This is an optimization exercise on Yosys and OpenROAD, whose aim is small area, not a production implementation.
RTL that was checked went through simulation tests only; none was proved equivalent to the original.
For run 1, only the layout was checked, not whether the RTL still works.

==> flow/design.v (outline; a module is shown in full before it is edited, if it fits) <==
// module top: 1716 lines
// module wmux_aoi: 14 lines
// module aoi222: 4 lines
// module aoi22: 3 lines
// module nand3: 3 lines
// module fa_cell: 4 lines
// module or_cell: 3 lines
// module pp_array: 14 lines
// module wmux: 6 lines
// module ha_cell: 4 lines
module top (
    input  wire clk,
    input  wire rst_n,
    input  wire start,
    input  wire preload_valid,
    input  wire [5:0] preload_addr,
    input  wire [7:0] preload_data,
    input  wire [63:0] x_vector_flat,
    output wire [127:0] result_flat
);
  // ...
==> flow/flow/run.sh <==
#!/bin/bash
# The standard ORFS layout (the standard.sh, standard synthesis), with:
#  - port buffers made with buf_1 instead of the default delay buffer;
#  - clock tree synthesis with clkbuf_4, sink clusters of up to 9 within
#    55 um, and no dummy loads.
# make's output goes to standard.log; ORFS keeps each step's log under orfs/logs.
set -euo pipefail
bash standard.sh \
  BUFFER_PORTS_ARGS="-buffer_cell sky130_fd_sc_hd__buf_1" \
  CTS_ARGS="-sink_clustering_enable -repair_clock_nets -dont_use_dummy_load -buf_list sky130_fd_sc_hd__clkbuf_4 -sink_clustering_size 9 -sink_clustering_max_diameter 55" \
  finish > standard.log 2>&1
==> flow/standard.sh <==
#!/bin/bash
# synth_recipe.tcl (not shown) runs the flow's synth.tcl, then flattens the netlist and writes it again
# the make line also repeats each setting of config.mk as NAME=value (left out here)
make -C /OpenROAD-flow-scripts/flow DESIGN_CONFIG=/design/flow/config.mk WORK_HOME=/design/flow/orfs CLKGATE_MAP_FILE= SYNTH_SCRIPT=/design/flow/synth_recipe.tcl "${@:-finish}"
==> flow/config.mk <==
export PLATFORM = sky130hd
export DESIGN_NAME = top
export DESIGN_NICKNAME = top
export VERILOG_FILES = /design/flow/design.v
export SDC_FILE = /design/flow/constraint.sdc
export NUM_CORES = 4
export LEC_CHECK = 0
export CAP_MARGIN = 20
export CORE_MARGIN = 2
export CORE_UTILIZATION = 40
export SLEW_MARGIN = 20
export SYNTH_HIERARCHICAL = 1
export SYNTH_MINIMUM_KEEP_SIZE = 0
==> flow/constraint.sdc <==
create_clock -name core_clock -period 10.0 [get_ports {clk}]
set_input_delay 2.0000 -clock core_clock [delete_from_list [all_inputs] [get_ports {clk}]]
set_output_delay 2.0000 -clock core_clock [all_outputs]
set_load 0.01 [all_outputs]
==> out/results.ini, run 1 <==
[outcome]
run_status = finished clean

[worst_hold_path]
whs_path_depth = 0
hold_path_end = x7_2[6]$_DFF_P_

[worst_setup_path]
crit_end = acc_r2n[1]$_DFF_P_
r2r_start = rsel[2]$_DFF_PN0_
r2r_end = acc_r2n[1]$_DFF_P_
cp_num_cells = 31
required_ps = 10770

[timing]
hold_viol_final = 0
rsz0062_at_grt = no

[layout]
layout-drive-gt1-share_pct = 9.102
seqCellArea_um2 = 22050
area_dominant_class = sequential cells
final_core_util_pct = 43.93
final_common_cell = edfxtp_1

[synthesis]
synthAdderAreaFrac_pct = 24.50
yosysMostFrequentCell = edfxtp_1
ys_top_cells_by_count = 640 x edfxtp_1, 444 x fa_1, 440 x nand2_1
syn_area_um2 = 42620

[grt]
use_met3_pct = 3.821

[floorplan]
coreArea_um2 = 105400
pin_count = 210

[route]
drt-total-wl_um = 105000

[clock_network]
post-cts-setup-buffers = 0

==> run 2: changes to the inputs <==
--- a/flow/design.v
+++ b/flow/design.v
@@ -44,19 +44,19 @@
     wire [7:0] oh2 = {oh0[5:0], oh0[7:6]};
     wire [7:0] wt0;
-    wmux_aoi u_wmux0 (.sel(oh0), .w({w[56], w[48], w[40], w[32], w[24], w[16], w[8], w[0]}), .y(wt0));
+    wmux u_wmux0 (.sel(oh0), .w({w[56], w[48], w[40], w[32], w[24], w[16], w[8], w[0]}), .y(wt0));
     wire [7:0] wt1;
-    wmux_aoi u_wmux1 (.sel(oh0), .w({w[57], w[49], w[41], w[33], w[25], w[17], w[9], w[1]}), .y(wt1));
+    wmux u_wmux1 (.sel(oh0), .w({w[57], w[49], w[41], w[33], w[25], w[17], w[9], w[1]}), .y(wt1));
     wire [7:0] wt2;
-    wmux_aoi u_wmux2 (.sel(oh0), .w({w[58], w[50], w[42], w[34], w[26], w[18], w[10], w[2]}), .y(wt2));
+    wmux u_wmux2 (.sel(oh0), .w({w[58], w[50], w[42], w[34], w[26], w[18], w[10], w[2]}), .y(wt2));
     wire [7:0] wt3;
-    wmux_aoi u_wmux3 (.sel(oh0), .w({w[59], w[51], w[43], w[35], w[27], w[19], w[11], w[3]}), .y(wt3));
+    wmux u_wmux3 (.sel(oh0), .w({w[59], w[51], w[43], w[35], w[27], w[19], w[11], w[3]}), .y(wt3));
     wire [7:0] wt4;
-    wmux_aoi u_wmux4 (.sel(oh1), .w({w[60], w[52], w[44], w[36], w[28], w[20], w[12], w[4]}), .y(wt4));
+    wmux u_wmux4 (.sel(oh1), .w({w[60], w[52], w[44], w[36], w[28], w[20], w[12], w[4]}), .y(wt4));
     wire [7:0] wt5;
-    wmux_aoi u_wmux5 (.sel(oh1), .w({w[61], w[53], w[45], w[37], w[29], w[21], w[13], w[5]}), .y(wt5));
+    wmux u_wmux5 (.sel(oh1), .w({w[61], w[53], w[45], w[37], w[29], w[21], w[13], w[5]}), .y(wt5));
     wire [7:0] wt6;
-    wmux_aoi u_wmux6 (.sel(oh1), .w({w[62], w[54], w[46], w[38], w[30], w[22], w[14], w[6]}), .y(wt6));
+    wmux u_wmux6 (.sel(oh1), .w({w[62], w[54], w[46], w[38], w[30], w[22], w[14], w[6]}), .y(wt6));
     wire [7:0] wt7;
-    wmux_aoi u_wmux7 (.sel(oh2), .w({w[63], w[55], w[47], w[39], w[31], w[23], w[15], w[7]}), .y(wt7));
+    wmux u_wmux7 (.sel(oh2), .w({w[63], w[55], w[47], w[39], w[31], w[23], w[15], w[7]}), .y(wt7));
     wire [7:0] x0_0 = x_vector_flat[7:0];
     wire [7:0] x0 = x0_0;
@@ -95,5 +95,5 @@
     fa_cell u_t0_s1 (.a(b0_pp[6]), .b(b0_pp[13]), .c(b0_pp[20]), .s(t0_s1), .co(t0_c2));
     wire t0_s3, t0_c4;
-    assign t0_s3 = ~(b0_pp[27] ^ b0_pp[34]);
+    xnor_cell u_t0_s3 (.a(b0_pp[27]), .b(b0_pp[34]), .y(t0_s3));
     or_cell u_t0_c4 (.a(b0_pp[27]), .b(b0_pp[34]), .y(t0_c4));
     wire t0_s5, t0_c6;
@@ -114,10 +114,10 @@
     fa_cell u_t0_s19 (.a(b0_pp[23]), .b(b0_pp[30]), .c(b0_pp[37]), .s(t0_s19), .co(t0_c20));
     wire t0_s21, t0_c22;
-    assign t0_s21 = ~(b0_pp[44] ^ b0_pp[51]);
+    xnor_cell u_t0_s21 (.a(b0_pp[44]), .b(b0_pp[51]), .y(t0_s21));
     or_cell u_t0_c22 (.a(b0_pp[44]), .b(b0_pp[51]), .y(t0_c22));
     wire t0_s23, t0_c24;
     fa_cell u_t0_s23 (.a(b0_pp[4]), .b(b0_pp[11]), .c(b0_pp[18]), .s(t0_s23), .co(t0_c24));
     wire t0_s25, t0_c26;
-    assign t0_s25 = ~(b0_pp[25] ^ b0_pp[32]);
+    xnor_cell u_t0_s25 (.a(b0_pp[25]), .b(b0_pp[32]), .y(t0_s25));
     or_cell u_t0_c26 (.a(b0_pp[25]), .b(b0_pp[32]), .y(t0_c26));
     wire t0_s27, t0_c28;
@@ -150,5 +150,5 @@
     assign {t0_c54, t0_s53} = {1'b0} + {t0_c2} + {t0_c4};
     wire t0_s55, t0_c56;
-    assign t0_s55 = ~(t0_s5 ^ t0_s7);
+    xnor_cell u_t0_s55 (.a(t0_s5), .b(t0_s7), .y(t0_s55));
     or_cell u_t0_c56 (.a(t0_s5), .b(t0_s7), .y(t0_c56));
     wire t0_s57, t0_c58;
@@ -191,5 +191,5 @@
     fa_cell u_t0_s93 (.a(b0_pp[60]), .b(b1_pp[39]), .c(b1_pp[46]), .s(t0_s93), .co(t0_c94));
     wire t0_s95, t0_c96;
-    assign t0_s95 = ~(b0_pp[2] ^ b0_pp[9]);
+    xnor_cell u_t0_s95 (.a(b0_pp[2]), .b(b0_pp[9]), .y(t0_s95));
     or_cell u_t0_c96 (.a(b0_pp[2]), .b(b0_pp[9]), .y(t0_c96));
     wire t0_s97, t0_c98;
@@ -198,5 +198,5 @@
     fa_cell u_t0_s99 (.a(b0_pp[24]), .b(b1_pp[3]), .c(b1_pp[10]), .s(t0_s99), .co(t0_c100));
     wire t0_s101, t0_c102;
-    assign t0_s101 = ~(b1_pp[17] ^ b1_pp[24]);
+    xnor_cell u_t0_s101 (.a(b1_pp[17]), .b(b1_pp[24]), .y(t0_s101));
     or_cell u_t0_c102 (.a(b1_pp[17]), .b(b1_pp[24]), .y(t0_c102));
     wire t0_s103, t0_c104;
@@ -272,5 +272,5 @@
     fa_cell u_t0_s171 (.a(b2_pp[47]), .b(b2_pp[54]), .c(b2_pp[61]), .s(t0_s171), .co(t0_c172));
     wire t0_s173, t0_c174;
-    assign t0_s173 = ~(b0_pp[1] ^ b0_pp[8]);
+    xnor_cell u_t0_s173 (.a(b0_pp[1]), .b(b0_pp[8]), .y(t0_s173));
     or_cell u_t0_c174 (.a(b0_pp[1]), .b(b0_pp[8]), .y(t0_c174));
     wire t0_s175, t0_c176;
@@ -283,5 +283,5 @@
     assign {t0_c182, t0_s181} = {b2_pp[24]} + {1'b0} + {t0_c96};
     wire t0_s183, t0_c184;
-    assign t0_s183 = ~(t0_s97 ^ t0_s99);
+    xnor_cell u_t0_s183 (.a(t0_s97), .b(t0_s99), .y(t0_s183));
     or_cell u_t0_c184 (.a(t0_s97), .b(t0_s99), .y(t0_c184));
     wire t0_s185, t0_c186;
@@ -346,5 +346,5 @@
     fa_cell u_t0_s243 (.a(t0_c168), .b(t0_c170), .c(t0_c172), .s(t0_s243), .co(t0_c244));
     wire t0_s245, t0_c246;
-    assign t0_s245 = ~(b0_pp[0] ^ b1_pp[0]);
+    xnor_cell u_t0_s245 (.a(b0_pp[0]), .b(b1_pp[0]), .y(t0_s245));
     or_cell u_t0_c246 (.a(b0_pp[0]), .b(b1_pp[0]), .y(t0_c246));
     wire t0_s247, t0_c248;
@@ -406,5 +406,5 @@
     fa_cell u_t0_s301 (.a(t0_c240), .b(t0_c242), .c(t0_c244), .s(t0_s301), .co(t0_c302));
     wire t0_s303, t0_c304;
-    assign t0_s303 = ~(b2_pp[0] ^ ~(~corr01));
+    xnor_cell u_t0_s303 (.a(b2_pp[0]), .b(~(~corr01)), .y(t0_s303));
     or_cell u_t0_c304 (.a(b2_pp[0]), .b(~(~corr01)), .y(t0_c304));
     wire t0_s305, t0_c306;
@@ -567,10 +567,10 @@
     pp_array u_b3_pp (.w(wt3), .x(x3), .n(b3_pp));
     wire m3_s367, m3_c368;
-    assign m3_s367 = ~(b3_pp[6] ^ b3_pp[13]);
+    xnor_cell u_m3_s367 (.a(b3_pp[6]), .b(b3_pp[13]), .y(m3_s367));
     or_cell u_m3_c368 (.a(b3_pp[6]), .b(b3_pp[13]), .y(m3_c368));
     wire m3_s369, m3_c370;
     fa_cell u_m3_s369 (.a(b3_pp[7]), .b(b3_pp[14]), .c(b3_pp[21]), .s(m3_s369), .co(m3_c370));
     wire m3_s371, m3_c372;
-    assign m3_s371 = ~(b3_pp[28] ^ b3_pp[35]);
+    xnor_cell u_m3_s371 (.a(b3_pp[28]), .b(b3_pp[35]), .y(m3_s371));
     or_cell u_m3_c372 (.a(b3_pp[28]), .b(b3_pp[35]), .y(m3_c372));
     wire m3_s373, m3_c374;
@@ -581,10 +581,10 @@
     fa_cell u_m3_s377 (.a(b3_pp[23]), .b(b3_pp[30]), .c(b3_pp[37]), .s(m3_s377), .co(m3_c378));
     wire m3_s379, m3_c380;
-    assign m3_s379 = ~(b3_pp[4] ^ b3_pp[11]);
+    xnor_cell u_m3_s379 (.a(b3_pp[4]), .b(b3_pp[11]), .y(m3_s379));
     or_cell u_m3_c380 (.a(b3_pp[4]), .b(b3_pp[11]), .y(m3_c380));
     wire m3_s381, m3_c382;
     fa_cell u_m3_s381 (.a(b3_pp[5]), .b(b3_pp[12]), .c(b3_pp[19]), .s(m3_s381), .co(m3_c382));
     wire m3_s383, m3_c384;
-    assign m3_s383 = ~(b3_pp[26] ^ b3_pp[33]);
+    xnor_cell u_m3_s383 (.a(b3_pp[26]), .b(b3_pp[33]), .y(m3_s383));
     or_cell u_m3_c384 (.a(b3_pp[26]), .b(b3_pp[33]), .y(m3_c384));
     wire m3_s385, m3_c386;
@@ -611,5 +611,5 @@
     fa_cell u_m3_s405 (.a(b3_pp[39]), .b(b3_pp[46]), .c(b3_pp[53]), .s(m3_s405), .co(m3_c406));
     wire m3_s407, m3_c408;
-    assign m3_s407 = ~(b3_pp[3] ^ b3_pp[10]);
+    xnor_cell u_m3_s407 (.a(b3_pp[3]), .b(b3_pp[10]), .y(m3_s407));
     or_cell u_m3_c408 (.a(b3_pp[3]), .b(b3_pp[10]), .y(m3_c408));
     wire m3_s409, m3_c410;
@@ -632,5 +632,5 @@
     fa_cell u_m3_s425 (.a(b3_pp[47]), .b(b3_pp[54]), .c(b3_pp[61]), .s(m3_s425), .co(m3_c426));
     wire m3_s427, m3_c428;
-    assign m3_s427 = ~(b3_pp[2] ^ b3_pp[9]);
+    xnor_cell u_m3_s427 (.a(b3_pp[2]), .b(b3_pp[9]), .y(m3_s427));
     or_cell u_m3_c428 (.a(b3_pp[2]), .b(b3_pp[9]), .y(m3_c428));
     wire m3_s429, m3_c430;
@@ -718,5 +718,5 @@
     wire [15:0] acc_r1 = ~acc_r1n;
     wire a3_s451, a3_c452;
-    assign a3_s451 = ~(p3_1_0 ^ p3_1_1);
+    xnor_cell u_a3_s451 (.a(p3_1_0), .b(p3_1_1), .y(a3_s451));
     or_cell u_a3_c452 (.a(p3_1_0), .b(p3_1_1), .y(a3_c452));
     wire a3_s453, a3_c454;
@@ -847,10 +847,10 @@
     pp_array u_b4_pp (.w(wt4), .x(x4), .n(b4_pp));
     wire m4_s483, m4_c484;
-    assign m4_s483 = ~(b4_pp[6] ^ b4_pp[13]);
+    xnor_cell u_m4_s483 (.a(b4_pp[6]), .b(b4_pp[13]), .y(m4_s483));
     or_cell u_m4_c484 (.a(b4_pp[6]), .b(b4_pp[13]), .y(m4_c484));
     wire m4_s485, m4_c486;
     fa_cell u_m4_s485 (.a(b4_pp[7]), .b(b4_pp[14]), .c(b4_pp[21]), .s(m4_s485), .co(m4_c486));
     wire m4_s487, m4_c488;
-    assign m4_s487 = ~(b4_pp[28] ^ b4_pp[35]);
+    xnor_cell u_m4_s487 (.a(b4_pp[28]), .b(b4_pp[35]), .y(m4_s487));
     or_cell u_m4_c488 (.a(b4_pp[28]), .b(b4_pp[35]), .y(m4_c488));
     wire m4_s489, m4_c490;
@@ -861,10 +861,10 @@
     fa_cell u_m4_s493 (.a(b4_pp[23]), .b(b4_pp[30]), .c(b4_pp[37]), .s(m4_s493), .co(m4_c494));
     wire m4_s495, m4_c496;
-    assign m4_s495 = ~(b4_pp[4] ^ b4_pp[11]);
+    xnor_cell u_m4_s495 (.a(b4_pp[4]), .b(b4_pp[11]), .y(m4_s495));
     or_cell u_m4_c496 (.a(b4_pp[4]), .b(b4_pp[11]), .y(m4_c496));
     wire m4_s497, m4_c498;
     fa_cell u_m4_s497 (.a(b4_pp[5]), .b(b4_pp[12]), .c(b4_pp[19]), .s(m4_s497), .co(m4_c498));
     wire m4_s499, m4_c500;
-    assign m4_s499 = ~(b4_pp[26] ^ b4_pp[33]);
+    xnor_cell u_m4_s499 (.a(b4_pp[26]), .b(b4_pp[33]), .y(m4_s499));
     or_cell u_m4_c500 (.a(b4_pp[26]), .b(b4_pp[33]), .y(m4_c500));
     wire m4_s501, m4_c502;
@@ -891,5 +891,5 @@
     fa_cell u_m4_s521 (.a(b4_pp[39]), .b(b4_pp[46]), .c(b4_pp[53]), .s(m4_s521), .co(m4_c522));
     wire m4_s523, m4_c524;
-    assign m4_s523 = ~(b4_pp[3] ^ b4_pp[10]);
+    xnor_cell u_m4_s523 (.a(b4_pp[3]), .b(b4_pp[10]), .y(m4_s523));
     or_cell u_m4_c524 (.a(b4_pp[3]), .b(b4_pp[10]), .y(m4_c524));
     wire m4_s525, m4_c526;
@@ -912,5 +912,5 @@
     fa_cell u_m4_s541 (.a(b4_pp[47]), .b(b4_pp[54]), .c(b4_pp[61]), .s(m4_s541), .co(m4_c542));
     wire m4_s543, m4_c544;
-    assign m4_s543 = ~(b4_pp[2] ^ b4_pp[9]);
+    xnor_cell u_m4_s543 (.a(b4_pp[2]), .b(b4_pp[9]), .y(m4_s543));
     or_cell u_m4_c544 (.a(b4_pp[2]), .b(b4_pp[9]), .y(m4_c544));
     wire m4_s545, m4_c546;
@@ -937,5 +937,5 @@
     fa_cell u_m4_s565 (.a(b4_pp[55]), .b(b4_pp[62]), .c(m4_c542), .s(m4_s565), .co(m4_c566));
     wire a4_s567, a4_c568;
-    assign a4_s567 = ~(b4_pp[1] ^ b4_pp[8]);
+    xnor_cell u_a4_s567 (.a(b4_pp[1]), .b(b4_pp[8]), .y(a4_s567));
     or_cell u_a4_c568 (.a(b4_pp[1]), .b(b4_pp[8]), .y(a4_c568));
     wire a4_s569, a4_c570;
@@ -976,10 +976,10 @@
     pp_array u_b5_pp (.w(wt5), .x(x5), .n(b5_pp));
     wire m5_s599, m5_c600;
-    assign m5_s599 = ~(b5_pp[6] ^ b5_pp[13]);
+    xnor_cell u_m5_s599 (.a(b5_pp[6]), .b(b5_pp[13]), .y(m5_s599));
     or_cell u_m5_c600 (.a(b5_pp[6]), .b(b5_pp[13]), .y(m5_c600));
     wire m5_s601, m5_c602;
     fa_cell u_m5_s601 (.a(b5_pp[7]), .b(b5_pp[14]), .c(b5_pp[21]), .s(m5_s601), .co(m5_c602));
     wire m5_s603, m5_c604;
-    assign m5_s603 = ~(b5_pp[28] ^ b5_pp[35]);
+    xnor_cell u_m5_s603 (.a(b5_pp[28]), .b(b5_pp[35]), .y(m5_s603));
     or_cell u_m5_c604 (.a(b5_pp[28]), .b(b5_pp[35]), .y(m5_c604));
     wire m5_s605, m5_c606;
@@ -990,10 +990,10 @@
     fa_cell u_m5_s609 (.a(b5_pp[23]), .b(b5_pp[30]), .c(b5_pp[37]), .s(m5_s609), .co(m5_c610));
     wire m5_s611, m5_c612;
-    assign m5_s611 = ~(b5_pp[4] ^ b5_pp[11]);
+    xnor_cell u_m5_s611 (.a(b5_pp[4]), .b(b5_pp[11]), .y(m5_s611));
     or_cell u_m5_c612 (.a(b5_pp[4]), .b(b5_pp[11]), .y(m5_c612));
     wire m5_s613, m5_c614;
     fa_cell u_m5_s613 (.a(b5_pp[5]), .b(b5_pp[12]), .c(b5_pp[19]), .s(m5_s613), .co(m5_c614));
     wire m5_s615, m5_c616;
-    assign m5_s615 = ~(b5_pp[26] ^ b5_pp[33]);
+    xnor_cell u_m5_s615 (.a(b5_pp[26]), .b(b5_pp[33]), .y(m5_s615));
     or_cell u_m5_c616 (.a(b5_pp[26]), .b(b5_pp[33]), .y(m5_c616));
     wire m5_s617, m5_c618;
@@ -1020,5 +1020,5 @@
     fa_cell u_m5_s637 (.a(b5_pp[39]), .b(b5_pp[46]), .c(b5_pp[53]), .s(m5_s637), .co(m5_c638));
     wire m5_s639, m5_c640;
-    assign m5_s639 = ~(b5_pp[3] ^ b5_pp[10]);
+    xnor_cell u_m5_s639 (.a(b5_pp[3]), .b(b5_pp[10]), .y(m5_s639));
     or_cell u_m5_c640 (.a(b5_pp[3]), .b(b5_pp[10]), .y(m5_c640));
     wire m5_s641, m5_c642;
@@ -1041,5 +1041,5 @@
     fa_cell u_m5_s657 (.a(b5_pp[47]), .b(b5_pp[54]), .c(b5_pp[61]), .s(m5_s657), .co(m5_c658));
     wire m5_s659, m5_c660;
-    assign m5_s659 = ~(b5_pp[2] ^ b5_pp[9]);
+    xnor_cell u_m5_s659 (.a(b5_pp[2]), .b(b5_pp[9]), .y(m5_s659));
     or_cell u_m5_c660 (.a(b5_pp[2]), .b(b5_pp[9]), .y(m5_c660));
     wire m5_s661, m5_c662;
@@ -1066,5 +1066,5 @@
     fa_cell u_m5_s681 (.a(b5_pp[55]), .b(b5_pp[62]), .c(m5_c658), .s(m5_s681), .co(m5_c682));
     wire a5_s683, a5_c684;
-    assign a5_s683 = ~(b5_pp[1] ^ b5_pp[8]);
+    xnor_cell u_a5_s683 (.a(b5_pp[1]), .b(b5_pp[8]), .y(a5_s683));
     or_cell u_a5_c684 (.a(b5_pp[1]), .b(b5_pp[8]), .y(a5_c684));
     wire a5_s685, a5_c686;
@@ -1195,10 +1195,10 @@
     pp_array u_b6_pp (.w(wt6), .x(x6), .n(b6_pp));
     wire m6_s715, m6_c716;
-    assign m6_s715 = ~(b6_pp[6] ^ b6_pp[13]);
+    xnor_cell u_m6_s715 (.a(b6_pp[6]), .b(b6_pp[13]), .y(m6_s715));
     or_cell u_m6_c716 (.a(b6_pp[6]), .b(b6_pp[13]), .y(m6_c716));
     wire m6_s717, m6_c718;
     fa_cell u_m6_s717 (.a(b6_pp[7]), .b(b6_pp[14]), .c(b6_pp[21]), .s(m6_s717), .co(m6_c718));
     wire m6_s719, m6_c720;
-    assign m6_s719 = ~(b6_pp[28] ^ b6_pp[35]);
+    xnor_cell u_m6_s719 (.a(b6_pp[28]), .b(b6_pp[35]), .y(m6_s719));
     or_cell u_m6_c720 (.a(b6_pp[28]), .b(b6_pp[35]), .y(m6_c720));
     wire m6_s721, m6_c722;
@@ -1209,10 +1209,10 @@
     fa_cell u_m6_s725 (.a(b6_pp[23]), .b(b6_pp[30]), .c(b6_pp[37]), .s(m6_s725), .co(m6_c726));
     wire m6_s727, m6_c728;
-    assign m6_s727 = ~(b6_pp[4] ^ b6_pp[11]);
+    xnor_cell u_m6_s727 (.a(b6_pp[4]), .b(b6_pp[11]), .y(m6_s727));
     or_cell u_m6_c728 (.a(b6_pp[4]), .b(b6_pp[11]), .y(m6_c728));
     wire m6_s729, m6_c730;
     fa_cell u_m6_s729 (.a(b6_pp[5]), .b(b6_pp[12]), .c(b6_pp[19]), .s(m6_s729), .co(m6_c730));
     wire m6_s731, m6_c732;
-    assign m6_s731 = ~(b6_pp[26] ^ b6_pp[33]);
+    xnor_cell u_m6_s731 (.a(b6_pp[26]), .b(b6_pp[33]), .y(m6_s731));
     or_cell u_m6_c732 (.a(b6_pp[26]), .b(b6_pp[33]), .y(m6_c732));
     wire m6_s733, m6_c734;
@@ -1239,5 +1239,5 @@
     fa_cell u_m6_s753 (.a(b6_pp[39]), .b(b6_pp[46]), .c(b6_pp[53]), .s(m6_s753), .co(m6_c754));
     wire m6_s755, m6_c756;
-    assign m6_s755 = ~(b6_pp[3] ^ b6_pp[10]);
+    xnor_cell u_m6_s755 (.a(b6_pp[3]), .b(b6_pp[10]), .y(m6_s755));
     or_cell u_m6_c756 (.a(b6_pp[3]), .b(b6_pp[10]), .y(m6_c756));
     wire m6_s757, m6_c758;
@@ -1260,5 +1260,5 @@
     fa_cell u_m6_s773 (.a(b6_pp[47]), .b(b6_pp[54]), .c(b6_pp[61]), .s(m6_s773), .co(m6_c774));
     wire m6_s775, m6_c776;
-    assign m6_s775 = ~(b6_pp[2] ^ b6_pp[9]);
+    xnor_cell u_m6_s775 (.a(b6_pp[2]), .b(b6_pp[9]), .y(m6_s775));
     or_cell u_m6_c776 (.a(b6_pp[2]), .b(b6_pp[9]), .y(m6_c776));
     wire m6_s777, m6_c778;
@@ -1346,5 +1346,5 @@
     wire [15:0] acc_r2 = ~acc_r2n;
     wire a6_s799, a6_c800;
-    assign a6_s799 = ~(p6_1_0 ^ p6_1_1);
+    xnor_cell u_a6_s799 (.a(p6_1_0), .b(p6_1_1), .y(a6_s799));
     or_cell u_a6_c800 (.a(p6_1_0), .b(p6_1_1), .y(a6_c800));
     wire a6_s801, a6_c802;
@@ -1475,10 +1475,10 @@
     pp_array u_b7_pp (.w(wt7), .x(x7), .n(b7_pp));
     wire m7_s831, m7_c832;
-    assign m7_s831 = ~(b7_pp[6] ^ b7_pp[13]);
+    xnor_cell u_m7_s831 (.a(b7_pp[6]), .b(b7_pp[13]), .y(m7_s831));
     or_cell u_m7_c832 (.a(b7_pp[6]), .b(b7_pp[13]), .y(m7_c832));
     wire m7_s833, m7_c834;
     fa_cell u_m7_s833 (.a(b7_pp[7]), .b(b7_pp[14]), .c(b7_pp[21]), .s(m7_s833), .co(m7_c834));
     wire m7_s835, m7_c836;
-    assign m7_s835 = ~(b7_pp[28] ^ b7_pp[35]);
+    xnor_cell u_m7_s835 (.a(b7_pp[28]), .b(b7_pp[35]), .y(m7_s835));
     or_cell u_m7_c836 (.a(b7_pp[28]), .b(b7_pp[35]), .y(m7_c836));
     wire m7_s837, m7_c838;
@@ -1489,10 +1489,10 @@
     fa_cell u_m7_s841 (.a(b7_pp[23]), .b(b7_pp[30]), .c(b7_pp[37]), .s(m7_s841), .co(m7_c842));
     wire m7_s843, m7_c844;
-    assign m7_s843 = ~(b7_pp[4] ^ b7_pp[11]);
+    xnor_cell u_m7_s843 (.a(b7_pp[4]), .b(b7_pp[11]), .y(m7_s843));
     or_cell u_m7_c844 (.a(b7_pp[4]), .b(b7_pp[11]), .y(m7_c844));
     wire m7_s845, m7_c846;
     fa_cell u_m7_s845 (.a(b7_pp[5]), .b(b7_pp[12]), .c(b7_pp[19]), .s(m7_s845), .co(m7_c846));
     wire m7_s847, m7_c848;
-    assign m7_s847 = ~(b7_pp[26] ^ b7_pp[33]);
+    xnor_cell u_m7_s847 (.a(b7_pp[26]), .b(b7_pp[33]), .y(m7_s847));
     or_cell u_m7_c848 (.a(b7_pp[26]), .b(b7_pp[33]), .y(m7_c848));
     wire m7_s849, m7_c850;
@@ -1519,5 +1519,5 @@
     fa_cell u_m7_s869 (.a(b7_pp[39]), .b(b7_pp[46]), .c(b7_pp[53]), .s(m7_s869), .co(m7_c870));
     wire m7_s871, m7_c872;
-    assign m7_s871 = ~(b7_pp[3] ^ b7_pp[10]);
+    xnor_cell u_m7_s871 (.a(b7_pp[3]), .b(b7_pp[10]), .y(m7_s871));
     or_cell u_m7_c872 (.a(b7_pp[3]), .b(b7_pp[10]), .y(m7_c872));
     wire m7_s873, m7_c874;
@@ -1540,5 +1540,5 @@
     fa_cell u_m7_s889 (.a(b7_pp[47]), .b(b7_pp[54]), .c(b7_pp[61]), .s(m7_s889), .co(m7_c890));
     wire m7_s891, m7_c892;
-    assign m7_s891 = ~(b7_pp[2] ^ b7_pp[9]);
+    xnor_cell u_m7_s891 (.a(b7_pp[2]), .b(b7_pp[9]), .y(m7_s891));
     or_cell u_m7_c892 (.a(b7_pp[2]), .b(b7_pp[9]), .y(m7_c892));
     wire m7_s893, m7_c894;
@@ -1565,5 +1565,5 @@
     fa_cell u_m7_s913 (.a(b7_pp[55]), .b(b7_pp[62]), .c(m7_c890), .s(m7_s913), .co(m7_c914));
     wire a7_s915, a7_c916;
-    assign a7_s915 = ~(b7_pp[1] ^ b7_pp[8]);
+    xnor_cell u_a7_s915 (.a(b7_pp[1]), .b(b7_pp[8]), .y(a7_s915));
     or_cell u_a7_c916 (.a(b7_pp[1]), .b(b7_pp[8]), .y(a7_c916));
     wire a7_s917, a7_c918;
@@ -1715,32 +1715,11 @@
     endgenerate
 endmodule
-module wmux_aoi (input wire [7:0] sel, input wire [63:0] w, output wire [7:0] y);
-    genvar b;
-    generate
-        for (b = 0; b < 8; b = b + 1) begin : B
-            wire t0, t1, t2;
-            aoi222 u0 (.a1(sel[0]), .a2(w[b]),      .b1(sel[1]), .b2(w[8 + b]),
-                       .c1(sel[2]), .c2(w[16 + b]), .y(t0));
-            aoi222 u1 (.a1(sel[3]), .a2(w[24 + b]), .b1(sel[4]), .b2(w[32 + b]),
-                       .c1(sel[5]), .c2(w[40 + b]), .y(t1));
-            aoi22  u2 (.a1(sel[6]), .a2(w[48 + b]), .b1(sel[7]), .b2(w[56 + b]), .y(t2));
-            nand3  u3 (.a(t0), .b(t1), .c(t2), .y(y[b]));
-        end
-    endgenerate
-endmodule
-module aoi222 (input wire a1, input wire a2, input wire b1, input wire b2,
-               input wire c1, input wire c2, output wire y);
-    assign y = ~((a1 & a2) | (b1 & b2) | (c1 & c2));
-endmodule
-module aoi22 (input wire a1, input wire a2, input wire b1, input wire b2, output wire y);
-    assign y = ~((a1 & a2) | (b1 & b2));
-endmodule
-module nand3 (input wire a, input wire b, input wire c, output wire y);
-    assign y = ~(a & b & c);
-endmodule
 module fa_cell (input wire a, input wire b, input wire c, output wire s, output wire co);
     assign s  = a ^ b ^ c;
     assign co = (a & b) | (a & c) | (b & c);
 endmodule
+module xnor_cell (input wire a, input wire b, output wire y);
+    assign y = ~(a ^ b);
+endmodule
 module or_cell (input wire a, input wire b, output wire y);
     assign y = a | b;
==> flow/flow/run.sh (replaced) <==
#!/bin/bash
# The standard ORFS layout (the standard.sh, standard synthesis), with:
#  - port buffers made with buf_1 instead of the default delay buffer;
#  - clock tree synthesis with clkbuf_4, sink clusters of up to 8 within
#    50 um, and no dummy loads.
# make's output goes to standard.log; ORFS keeps each step's log under orfs/logs.
set -euo pipefail
bash standard.sh \
  BUFFER_PORTS_ARGS="-buffer_cell sky130_fd_sc_hd__buf_1" \
  CTS_ARGS="-sink_clustering_enable -repair_clock_nets -dont_use_dummy_load -buf_list sky130_fd_sc_hd__clkbuf_4 -sink_clustering_size 8 -sink_clustering_max_diameter 50" \
  finish > standard.log 2>&1
==> out/results.ini, run 2 <==
[placement]
place_ws_ps = 182.3  ; was 321.6 ps
dp_hpwl_um = 73020  ; was 74050 um
io_buffers = 209  ; unchanged
gp_congestion = 0.8634  ; was 0.8706

[clock_network]
clkTransAtPathRegs_ps = 80  ; was 100 ps
cts_root_buf = clkbuf_4  ; unchanged
cts_made_buffers = 114  ; was 102
worstSkewPairLatency_ps = 960  ; was 1000 ps
holdBufCountCts = 0  ; unchanged
cts.sink_count = 779  ; unchanged
max-clock-path-buffers = 3  ; unchanged
htree_levels = 3  ; unchanged
cts_tree = yes  ; unchanged

[route]
firstDrtPassIters = 5  ; was 6
routed_via_density = 5.371  ; was 5.475
vias = 25260  ; was 26360
drc = 0  ; unchanged
drtIter0Drc = 1880  ; was 2247
drt-total-wl_um = 102300  ; was 105000 um
wl_per_cell_um = 21.76  ; was 21.81 um
ant_nets = 0  ; unchanged

[grt]
antenna_found_initial = 5  ; was 9
gr-total-overflow = 0  ; unchanged
use_met3_pct = 3.237  ; was 3.821%
grt-busiest-layer = met2  ; unchanged
grt_pass1_vias = 26160  ; was 27570
grt_start_max_net_pins = 130  ; unchanged
gr-usage-met1_pct = 25.71  ; was 24.91%
grt_first_pass_wirelength_um = 156600  ; was 160600 um
grt.total_usage_pct = 18.93  ; was 19.31%
use_met2_pct = 31.21  ; was 33.01%

[worst_setup_path]
end_kind = flop  ; unchanged
cpLargestDelayFamily = adder cells  ; unchanged
criticalPathCategory = reg -> reg  ; unchanged
path_buf_inv = 1  ; unchanged
cpMostUsedCell = fa_1  ; unchanged
crit_fanout = 17  ; unchanged
max_stage_delay_ps = 540  ; was 570 ps
critPathArrivalTime_ps = 10210  ; was 10290 ps
r2r_end = acc_r2n[10]$_DFF_P_  ; was acc_r2n[1]$_DFF_P_
r2r_start = rsel[0]$_DFF_PN0_  ; was rsel[2]$_DFF_PN0_
cp-start-kind = flop  ; unchanged
required_ps = 10830  ; was 10770 ps
critPathSlowestCell = fa_1  ; was dfrtp_1
r2r_cells = 29  ; was 31
reg2reg_slack_ps = 620  ; was 480 ps

[timing]
fin_worst_skew_ps = 117.5  ; was 222.6 ps
fin_crit_sh_pct = 93.81  ; was 95.17%
max_freq_mhz = 106.6  ; was 105.1 MHz
tightestPinTransition_ps = 1101  ; was 1118 ps
hold_viol_final = 0  ; unchanged
fin_crit_ps = 9381  ; was 9517 ps
setup_tns_ps = 0  ; unchanged
hold_ws_ps = 332.9  ; was 324.0 ps
finalSetupViolations = 0  ; unchanged
slew_headroom_pct = 26.60  ; was 24.94%
rsz0062_at_grt = no  ; unchanged
setup_slack_ps = 618.9  ; was 482.8 ps
finalMaxSlewViolations = 0  ; unchanged

[floorplan]
die-area_um2 = 108800  ; was 109200 um2
pin_count = 210  ; unchanged
die_h_um = 329.8  ; was 330.4 um
die_x_um = 329.8  ; was 330.4 um
coreArea_um2 = 105300  ; was 105400 um2
rows = 119  ; unchanged
start_util_pct = 40.34  ; was 40.43%

[worst_hold_path]
hold_path_end = x7_2[7]$_DFF_P_  ; was x7_2[6]$_DFF_P_
hold_class = reg -> reg  ; unchanged
min_from = x7_1[7]$_DFF_P_  ; was x7_1[6]$_DFF_P_
whs_path_depth = 0  ; unchanged

[outcome]
run_status = finished clean  ; unchanged

[layout]
syn_to_final_growth_pct = 6.927  ; was 8.649%
final_common_cell = edfxtp_1  ; unchanged
top_regs = w (512), result_n (128)  ; unchanged
layout-drive-gt1-share_pct = 7.555  ; was 9.102%
final_nets = 3948  ; was 4057
mostFrequentLayoutCells = 640 x edfxtp_1, 444 x fa_1, 428 x nand2_1  ; was 640 x edfxtp_1, 442 x fa_1, 439 x nand2_1
largest_reg_flops = 512  ; unchanged
regMostFlops = w  ; unchanged

[synthesis]
async_flop_share_pct = 1.155  ; unchanged
yosysTopAreaCell = edfxtp_1  ; unchanged
synth_top_area_share_pct = 45.26  ; was 45.09%
synth.area.top_cells = edfxtp_1 45%, fa_1 21%, dfxtp_1 6.1%  ; unchanged
ys_top_cells_by_count = 640 x edfxtp_1, 444 x fa_1, 429 x nand2_1  ; was 640 x edfxtp_1, 444 x fa_1, 440 x nand2_1
synth_fp_nets = 3716  ; was 3755
syn_area_um2 = 42460  ; was 42620 um2
ys_seq_elements = 779  ; unchanged
seq_area_frac_synth_pct = 51.92  ; was 51.73%
synth_ff_type = edfxtp_1  ; unchanged
synth_edf_count = 640  ; unchanged
syn_inst = 3079  ; was 3117
avgSynthCellArea_um2 = 13.79  ; was 13.67 um2
yosysMostFrequentCell = edfxtp_1  ; unchanged
synth.yosys.warnings = 9  ; unchanged
ys_types = 56  ; was 60

[flow_run]
maxCapViolations = 0  ; unchanged

run 2: cell types whose count changed after synthesis, moves of 19 or more:
cell	change
o21a_1	-19
nand4_1	+63
a22oi_1	+232
nand3_1	-64
buf_6	+41
a222oi_1	-128
o21ai_0	-25
nor2_1	-49
a22oi_2	-40
run 2: metal layers:
metal	routed length, um	up-vias
met3	6163	173
met1	44040	12930
met2	49320	775
li1	-	11370
met4	2726	8
met5	49	-
run 2: repair_timing:
| action | CTS | global route |
|---|---|---|
| endpoints found under the setup margin | 0 | 15 |
| resized for setup | 0 | 7 |
| setup buffers | 0 | 0 |
run 2: logic make-up after synthesis:
group           count (synthesis)  share of synthesized area [%]
fa+ha+maj                     575                          24.68
xor+xnor                       98                          2.039
flops                         779                          51.92
compound gates                528                          8.731
buf+inv                       227                          3.082
simple gates                  872                          9.550
run 2: worst register-to-register path: cells and delay by family (launching register included):
family          cells  cell delay [ps]
xor+xnor            1              150
flops               1              400
fa+ha+maj          10             4100
simple gates        7             2130
buf+inv             1              100
compound gates     10             2450
run 2: area by class of cell:
cell class	instances	area [um2]
fillers	9680	59860
inverters	64	240.2
multi-input cells	2073	19200
diodes	2	5.005
repair buffers	279	1309
flip-flops and latches	779	22050
clock buffers	114	855.8
well taps	1391	1740
run 2: through the flow:
step | util [%] | area (um2) | std cells
finish | 43.13 | 45400 | 4702
global route | 43.13 | 45400 | 4702
CTS | 43.10 | 45370 | 4700
detailed placement | 42.28 | 44510 | 4586
global placement | 42.27 | 44500 | 4585
floorplan | - | 42470 | 3079
run 2: how the worst max path moves through the flow:
stage,cells after the start,to,slack [ps],from
after floorplan,36,acc_r2n[10]$_DFF_P_,1150,p3_2_0$_DFF_P_
after global placement,32,acc_r2n[0]$_DFF_P_,320,p3_2_0$_DFF_P_
after detailed placement,32,acc_r2n[0]$_DFF_P_,180,p3_2_0$_DFF_P_
after CTS,32,acc_r2n[0]$_DFF_P_,180,p3_2_0$_DFF_P_
after global routing,30,acc_r2n[2]$_DFF_P_,30,rsel[0]$_DFF_PN0_
final,29,acc_r2n[10]$_DFF_P_,620,rsel[0]$_DFF_PN0_
run 2: modules after synthesis (local to each module, per instance):
module     cells inside  times used  area [um2]  flip-flops and latches
or_cell               1          45       6.256                       0
top                1634           1       28180                     779
pp_array             71           8       312.8                       0
xnor_cell             1          45       8.758                       0
fa_cell               1         403       20.02                       0
wmux                 48           8       379.1                       0

static timing again, ports no longer ideal:
How much do the figures lean on ideal ports? The routed layouts below were timed once more, with nothing changed but the port constraints.
Step 1 (the two cells are an assumption about what drives the block):
set clk [get_ports {clk}]
set_driving_cell -lib_cell sky130_fd_sc_hd__clkbuf_16 $clk
set_driving_cell -lib_cell sky130_fd_sc_hd__buf_2 [delete_from_list [all_inputs] $clk]
Step 2 also shifts input and output timing later by t, the mid clock arrival at the registers, as if the neighbouring blocks saw the same clock.
Three values: ideal ports, drivers, drivers and shift; two values: the first two.
run	t, ns	setup slack, ns	hold slack, ns	worst slew at a driven data input, ns	cell pins on the clock port's net
run 1	0.959	0.483 / 0.483 / 0.483	0.324 / 0.324 / 0.324	0.13	1
run 2	0.959	0.619 / 0.619 / 0.619	0.333 / 0.333 / 0.333	0.10	1
After both steps every run listed still meets setup and hold.
